This design comes from an exercise in tuning for small area on the open sky130 flow, not from production work.
Function was checked by simulation only, so behaviour that the tests miss may differ from the original.
Power and IR drop assume default switching activity.

==> flow/design.v <==
module program_counter(i_clk, i_arst, i_imm, i_target, i_jump, i_taken, o_pc, o_pc_next);
input i_clk;
input i_arst;
input [29:0] i_imm;		 
input [25:0] i_target;		 
input i_jump;
input i_taken;
output reg [29:0] o_pc;
output [31:0] o_pc_next;	 
wire [16:0] lo_plus4 = {1'b0, o_pc[15:0]} + 17'd1;
wire [16:0] lo_branch = {1'b0, o_pc[15:0]} + {1'b0, i_imm[15:0]} + 17'd1;
wire [13:0] hi = o_pc[29:16];
wire [13:0] hi_inc = hi + 14'd1;
wire [13:0] hi_dec = hi - 14'd1;
wire [13:0] hi_plus4 = lo_plus4[16] ? hi_inc : hi;
wire [13:0] hi_branch = (lo_branch[16] == i_imm[15]) ? hi : lo_branch[16] ? hi_inc : hi_dec;
wire [29:0] pc_plus4 = {hi_plus4, lo_plus4[15:0]};
wire [29:0] pc_branch = {hi_branch, lo_branch[15:0]};
wire [29:0] pc_next = i_jump ? {pc_plus4[29:26], i_target} :
		      i_taken ? pc_branch : pc_plus4;
assign o_pc_next = {pc_next, 2'b00};
always @(posedge i_clk, posedge i_arst)
	if (i_arst)
		o_pc <= 30'd0;
	else
		o_pc <= pc_next;
endmodule
module sign_extender(i_input16, o_output32);
input [15:0] i_input16;
output [31:0] o_output32;
assign o_output32 = {{16{i_input16[15]}}, i_input16};
endmodule
module main_decoder(i_opcode, o_reg_write, o_reg_dst, o_alu_src, o_memto_reg, o_mem_write,
			o_branch, o_branch_ne, o_jump);
input [5:0] i_opcode;
output o_reg_write;	 
output o_reg_dst;	 
output o_alu_src;	 
output o_memto_reg;	 
output o_mem_write;	 
output o_branch;	 
output o_branch_ne;	 
output o_jump;		 
wire mem = i_opcode[5];
wire imm = i_opcode[3];
assign o_reg_write = mem ? ~imm : (imm | ~(i_opcode[2] | i_opcode[1]));
assign o_reg_dst = ~imm & ~mem;
assign o_alu_src = imm | mem;
assign o_memto_reg = mem;
assign o_mem_write = mem & imm;
assign o_branch = ~mem & ~imm & i_opcode[2];
assign o_branch_ne = i_opcode[0];
assign o_jump = ~mem & ~imm & i_opcode[1];
endmodule
module alu_decoder(i_opcode, i_funct, o_sub, o_slt, o_logic, o_logic_sel,
			o_shift, o_shift_left, o_shift_rot, o_shift_arith);
input [5:0] i_opcode;
input [5:0] i_funct;
output o_sub;			 
output o_slt;			 
output o_logic;			 
output [1:0] o_logic_sel;	 
output o_shift;			 
output o_shift_left;		 
output o_shift_rot;		 
output o_shift_arith;		 
wire imm = i_opcode[3];
wire [2:0] f = imm ? i_opcode[2:0] : i_funct[2:0];
assign o_sub = ~i_opcode[5] & f[1] & ~f[2];	 
assign o_slt = imm ? i_opcode[1] : i_funct[3];
assign o_logic = f[2];
assign o_logic_sel = f[1:0];
assign o_shift = ~imm & ~i_funct[5];
assign o_shift_left = i_funct[3] | ~(i_funct[2] | i_funct[1]);
assign o_shift_rot = i_funct[3] | i_funct[2];
assign o_shift_arith = i_funct[0];
endmodule
module barrel_shifter(i_data, i_shift_count, i_left, i_rot, i_arith, o_data);
input [31:0] i_data;
input [4:0] i_shift_count;
input i_left;		 
input i_rot;		 
input i_arith;		 
output [31:0] o_data;
wire [4:0] n = i_left ? (5'd0 - i_shift_count) : i_shift_count;
wire [31:0] r0 = n[0] ? {i_data[0], i_data[31:1]} : i_data;
wire [31:0] r1 = n[1] ? {r0[1:0], r0[31:2]} : r0;
wire [31:0] r2 = n[2] ? {r1[3:0], r1[31:4]} : r1;
wire [31:0] r3 = n[3] ? {r2[7:0], r2[31:8]} : r2;
wire [31:0] rotated = n[4] ? {r3[15:0], r3[31:16]} : r3;
wire [31:0] low = ~(32'hffffffff << i_shift_count);
wire fill = i_arith & i_data[31];
genvar i;
generate
	for (i = 0; i < 32; i = i + 1) begin : g_bit
		wire wrapped = ~i_rot & (i_left ? low[i] : low[31 - i]);
		assign o_data[i] = wrapped ? fill : rotated[i];
	end
endgenerate
endmodule
module ALU(i_a, i_b, i_rt, i_rdata, i_load, i_shamt, i_sub, i_slt, i_logic, i_logic_sel, i_shift, i_shift_left,
		i_shift_rot, i_shift_arith, o_sum, o_equal, o_result);
input [31:0] i_a;
input [31:0] i_b;
input [31:0] i_rt;			 
input [31:0] i_rdata;			 
input i_load;				 
input [4:0] i_shamt;
input i_sub;
input i_slt;
input i_logic;
input [1:0] i_logic_sel;
input i_shift;
input i_shift_left;
input i_shift_rot;
input i_shift_arith;
output [31:0] o_sum;
output o_equal;
output [31:0] o_result;
wire carry;
assign {carry, o_sum} = {1'b0, i_a} + {1'b0, i_b ^ {32{i_sub}}} + {32'd0, i_sub};
wire [31:0] p = i_a ^ i_b;
wire [31:0] g = i_a & i_b;
assign o_equal = ~|p;
wire [31:0] shifted;
barrel_shifter bs_inst(.i_data(i_rt), .i_shift_count(i_shamt), .i_left(i_shift_left),
			.i_rot(i_shift_rot), .i_arith(i_shift_arith), .o_data(shifted));
wire alu = ~i_load & ~i_shift;
wire s_sh = ~i_load & i_shift;
wire s_lg = alu & i_logic;
wire s_sum = alu & ~i_logic & ~i_slt;
wire s_slt = alu & ~i_logic & i_slt;
wire t_g = s_lg & ~i_logic_sel[1];			 
wire t_p = s_lg & (i_logic_sel[1] ^ i_logic_sel[0]);	 
wire t_0 = s_lg & i_logic_sel[1] & i_logic_sel[0];	 
assign o_result = ({32{i_load}} & i_rdata) | ({32{s_sh}} & shifted) |
		  ({32{s_sum}} & o_sum) | {31'd0, s_slt & ~carry} |
		  ({32{t_g}} & g) | ({32{t_p}} & p) | ({32{t_0}} & ~(p | g));
endmodule
module register_file(i_clk, i_arst, i_we, i_addr_1, i_addr_2, i_addr_3, i_wdata, o_rdata_1, o_rdata_2);
input i_clk;
input i_arst;
input i_we;
input [4:0] i_addr_1;
input [4:0] i_addr_2;
input [4:0] i_addr_3;
input [31:0] i_wdata;
output [31:0] o_rdata_1;
output [31:0] o_rdata_2;
reg [31:0] registers [1:31];
reg [31:1] valid;
wire [31:1] we;
wire [31:1] sel_1, sel_2;
wire [32*31-1:0] data;
genvar i;
generate
	for (i = 1; i < 32; i = i + 1) begin : g_reg
		assign we[i] = i_we & (i_addr_3 == i);
		always @(posedge i_clk)
			if (we[i])
				registers[i] <= i_wdata;
		assign sel_1[i] = valid[i] & (i_addr_1 == i);
		assign sel_2[i] = valid[i] & (i_addr_2 == i);
		assign data[32*(i-1) +: 32] = registers[i];
	end
endgenerate
always @(posedge i_clk, posedge i_arst)
	if (i_arst)
		valid <= 31'd0;
	else
		valid <= valid | we;
read_port rp1_inst(.i_sel(sel_1), .i_data(data), .o_data(o_rdata_1));
read_port rp2_inst(.i_sel(sel_2), .i_data(data), .o_data(o_rdata_2));
endmodule
module read_port(i_sel, i_data, o_data);
input [31:1] i_sel;
input [32*31-1:0] i_data;
output reg [31:0] o_data;
integer j;
always @(*) begin
	o_data = 32'd0;
	for (j = 1; j < 32; j = j + 1)
		o_data = o_data | ({32{i_sel[j]}} & i_data[32*(j-1) +: 32]);
end
endmodule
module MIPS(i_clk, i_arst, o_pc_cur, o_pc_next, i_instr, o_mem_addr, o_mem_wdata, o_mem_we, i_mem_rdata);
input i_clk;
input i_arst;
output wire [31:0] o_pc_cur;
output wire [31:0] o_pc_next;
input [31:0] i_instr;
output wire [31:0] o_mem_addr;
output wire [31:0] o_mem_wdata;
output wire o_mem_we;
input [31:0] i_mem_rdata;
wire [5:0] op = i_instr[31:26];
wire reg_write, reg_dst, alu_src, mem_to_reg, mem_write, branch, branch_ne, jump;
wire sub, slt, logic_op, shift;
wire [1:0] logic_sel;
wire shift_left, shift_rot, shift_arith;
main_decoder dec_inst(.i_opcode(op),
			.o_reg_write(reg_write), .o_reg_dst(reg_dst), .o_alu_src(alu_src),
			.o_memto_reg(mem_to_reg), .o_mem_write(mem_write),
			.o_branch(branch), .o_branch_ne(branch_ne), .o_jump(jump));
alu_decoder alu_dec_inst(.i_opcode(op), .i_funct(i_instr[5:0]),
			.o_sub(sub), .o_slt(slt), .o_logic(logic_op), .o_logic_sel(logic_sel),
			.o_shift(shift), .o_shift_left(shift_left), .o_shift_rot(shift_rot),
			.o_shift_arith(shift_arith));
wire [31:0] rs_data, rt_data, wdata;
wire [4:0] waddr = reg_dst ? i_instr[15:11] : i_instr[20:16];
register_file rf_inst(.i_clk(i_clk), .i_arst(i_arst), .i_we(reg_write),
			.i_addr_1(i_instr[25:21]), .i_addr_2(i_instr[20:16]), .i_addr_3(waddr),
			.i_wdata(wdata), .o_rdata_1(rs_data), .o_rdata_2(rt_data));
wire [31:0] sign_imm;
sign_extender sx_inst(.i_input16(i_instr[15:0]), .o_output32(sign_imm));
wire [31:0] src_b = alu_src ? sign_imm : rt_data;
wire [31:0] sum;
wire equal;
ALU alu_inst(.i_a(rs_data), .i_b(src_b), .i_rt(rt_data), .i_rdata(i_mem_rdata), .i_load(mem_to_reg), .i_shamt(i_instr[10:6]),
		.i_sub(sub), .i_slt(slt), .i_logic(logic_op), .i_logic_sel(logic_sel),
		.i_shift(shift), .i_shift_left(shift_left), .i_shift_rot(shift_rot),
		.i_shift_arith(shift_arith),
		.o_sum(sum), .o_equal(equal), .o_result(wdata));
assign o_mem_addr = sum;
assign o_mem_wdata = rt_data;
assign o_mem_we = mem_write;
wire [29:0] pc;
wire taken = branch & (equal ^ branch_ne);
program_counter pc_inst(.i_clk(i_clk), .i_arst(i_arst), .i_imm(sign_imm[29:0]),
			.i_target(i_instr[25:0]), .i_jump(jump), .i_taken(taken), .o_pc(pc),
			.o_pc_next(o_pc_next));
assign o_pc_cur = {pc, 2'b00};
endmodule
clock: 14.0 ns
lec_check: 0
cap_margin: 10
core_margin: 2
core_utilization: 50
gpl_timing_driven: 0
setup_slack_margin: 0.45
slew_margin: 10
standard.sh (not shown) runs the stock make flow with config.mk's settings and CLKGATE_MAP_FILE= SYNTH_SCRIPT=/design/flow/synth_recipe.tcl, a recipe that flattens the netlist after the stock synthesis.
==> flow/flow/run.sh <==
#!/bin/bash
# Own layout flow: the standard ORFS flow (standard.sh), with these changes:
#  - port buffers of the smallest buffer cell (buf_1);
#  - the repair of slew and capacitance after placement uses small cells (flow/resize_pre.tcl);
#  - clock tree of clkbuf_4 in clusters of up to 9 sinks, without dummy loads.
# Each tool writes its full output to its own log under orfs/logs/; make's output goes to
# flow_make.log in the work folder.
set -euo pipefail
WORK=$(cd "$(dirname "$0")/.." && pwd)
cd "$WORK"

CORE="$WORK/flow_synth_core.tcl"
awk -v gates="$WORK/flow/read_port_gates.v" -v abcs="$WORK/flow/abc_area.script" '
	/^read_checkpoint .*1_1_yosys_canonicalize.rtlil/ {
		print; print "delete read_port"; print "read_verilog -overwrite " gates; n1++; next }
	/^  log_cmd abc \{\*\}\$abc_args$/ {
		print "  log_cmd abc -script " abcs " {*}[lrange $abc_args 2 end]"; n2++; next }
	{ print }
	END { if (n1 != 1 || n2 != 1) exit 1 }' "$FLOW_HOME/scripts/synth.tcl" > "$CORE"
sed "s|source \$::env(SCRIPTS_DIR)/synth.tcl|source $CORE|" "$WORK/synth_recipe.tcl" > "$WORK/flow_synth.tcl"
grep -q "flow_synth_core.tcl" "$WORK/flow_synth.tcl"

export PRE_RESIZE_TCL="$WORK/flow/resize_pre.tcl"
export BUFFER_PORTS_ARGS="-buffer_cell sky130_fd_sc_hd__buf_1"
export CTS_ARGS="-sink_clustering_enable -repair_clock_nets -dont_use_dummy_load -buf_list {sky130_fd_sc_hd__clkbuf_4} -sink_clustering_size 9 -sink_clustering_max_diameter 40"

bash "$WORK/standard.sh" SYNTH_SCRIPT="$WORK/flow_synth.tcl" SYNTH_OPERATIONS_ARGS=-noshare ADDER_MAP_FILE= \
	${FLOW_TARGET:-finish} > "$WORK/flow_make.log" 2>&1
[[ -n "${FLOW_TARGET:-}" ]] || test -s "$WORK/out/final.def"
Other scripts of this flow, unchanged in this note and not shown: flow/flow/abc_area.script, flow/flow/read_port_gates.v, flow/flow/resize_pre.tcl
The first run completed with no timing, DRC or antenna violations.
Edit:
CAP_MARGIN = 0   (was 10)
SLEW_MARGIN = 0   (was 10)
Effect: Die area is unchanged; worst setup slack is worse by 0.059 ns; routed wire length decreases by about 0.8%; sequential share of layout area increases by 0.14 points; sequential cell count does not change; power barely changes; design area is about the same; clock power barely changes; core utilization decreases by 0.13 points.
Edit:
CAP_MARGIN = 10   (was 0)
SETUP_SLACK_MARGIN = 0.6   (was 0.45)
SLEW_MARGIN = 10   (was 0)
After rerunning: The new run finished clean. Sequential power barely changes. Core utilization rises by 0.19 points. Routed wire length went down by 0.97%. Flip-flop and latch count is unchanged. Sequential share of layout area shrinks by 0.19 points. Critical path depth came out higher by 1. Worst setup slack is better by 0.13 ns. Area after synthesis is unchanged. Die area is unchanged.
Edit:
CORE_UTILIZATION = 45   (was 50)
SETUP_SLACK_MARGIN = 0.45   (was 0.6)
=>
- clock power barely changes
- power grows by about 0.34%
- final area stays flat
- utilization shrinks by 5.8 points
- via count went down by 0.90%
- hold slack hardly moves
- fmax came out lower by about 3%
- register-to-register slack degrades by 0.14 ns
- synthesized area does not change
- wire length falls by 1.1%
- sequential power is about the same

## static timing again, ports no longer ideal
How much do the figures lean on ideal ports? The routed layouts below were timed once more, with nothing changed but the port constraints. Step 1: set_driving_cell puts a clkbuf_16 on i_clk and a buf_2 on each other input, an assumption about the parent block. Step 2 times the ports against the registers' clock, not the clock port: input delays grow and output delays shrink by t, the midpoint of the rising clock arrivals with the driver on. Three values: no drivers, after step 1, after step 2; two values: the first two.
run | t (ns) | setup WS [ns] | worst setup path at the end | worst register clock-pin slew, ns | worst slew at a driven data input, ns
the first run | 1.147 | 0.577 / 0.552 / 0.552 | input to output | 0.10 / 0.10 | 0.07
the second run | 1.132 | 0.518 / 0.489 / 0.489 | input to output | 0.11 / 0.11 | 0.06
the third run | 1.154 | 0.646 / 0.619 / 0.619 | input to output | 0.11 / 0.11 | 0.06
the fourth run | 1.165 | 0.238 / 0.211 / 0.211 | input to output | 0.10 / 0.10 | 0.09
After both steps every run listed still meets setup and hold. For the second run, which loses most, drivers alone change the setup slack by -0.029 ns; drivers and shift together by -0.029 ns.
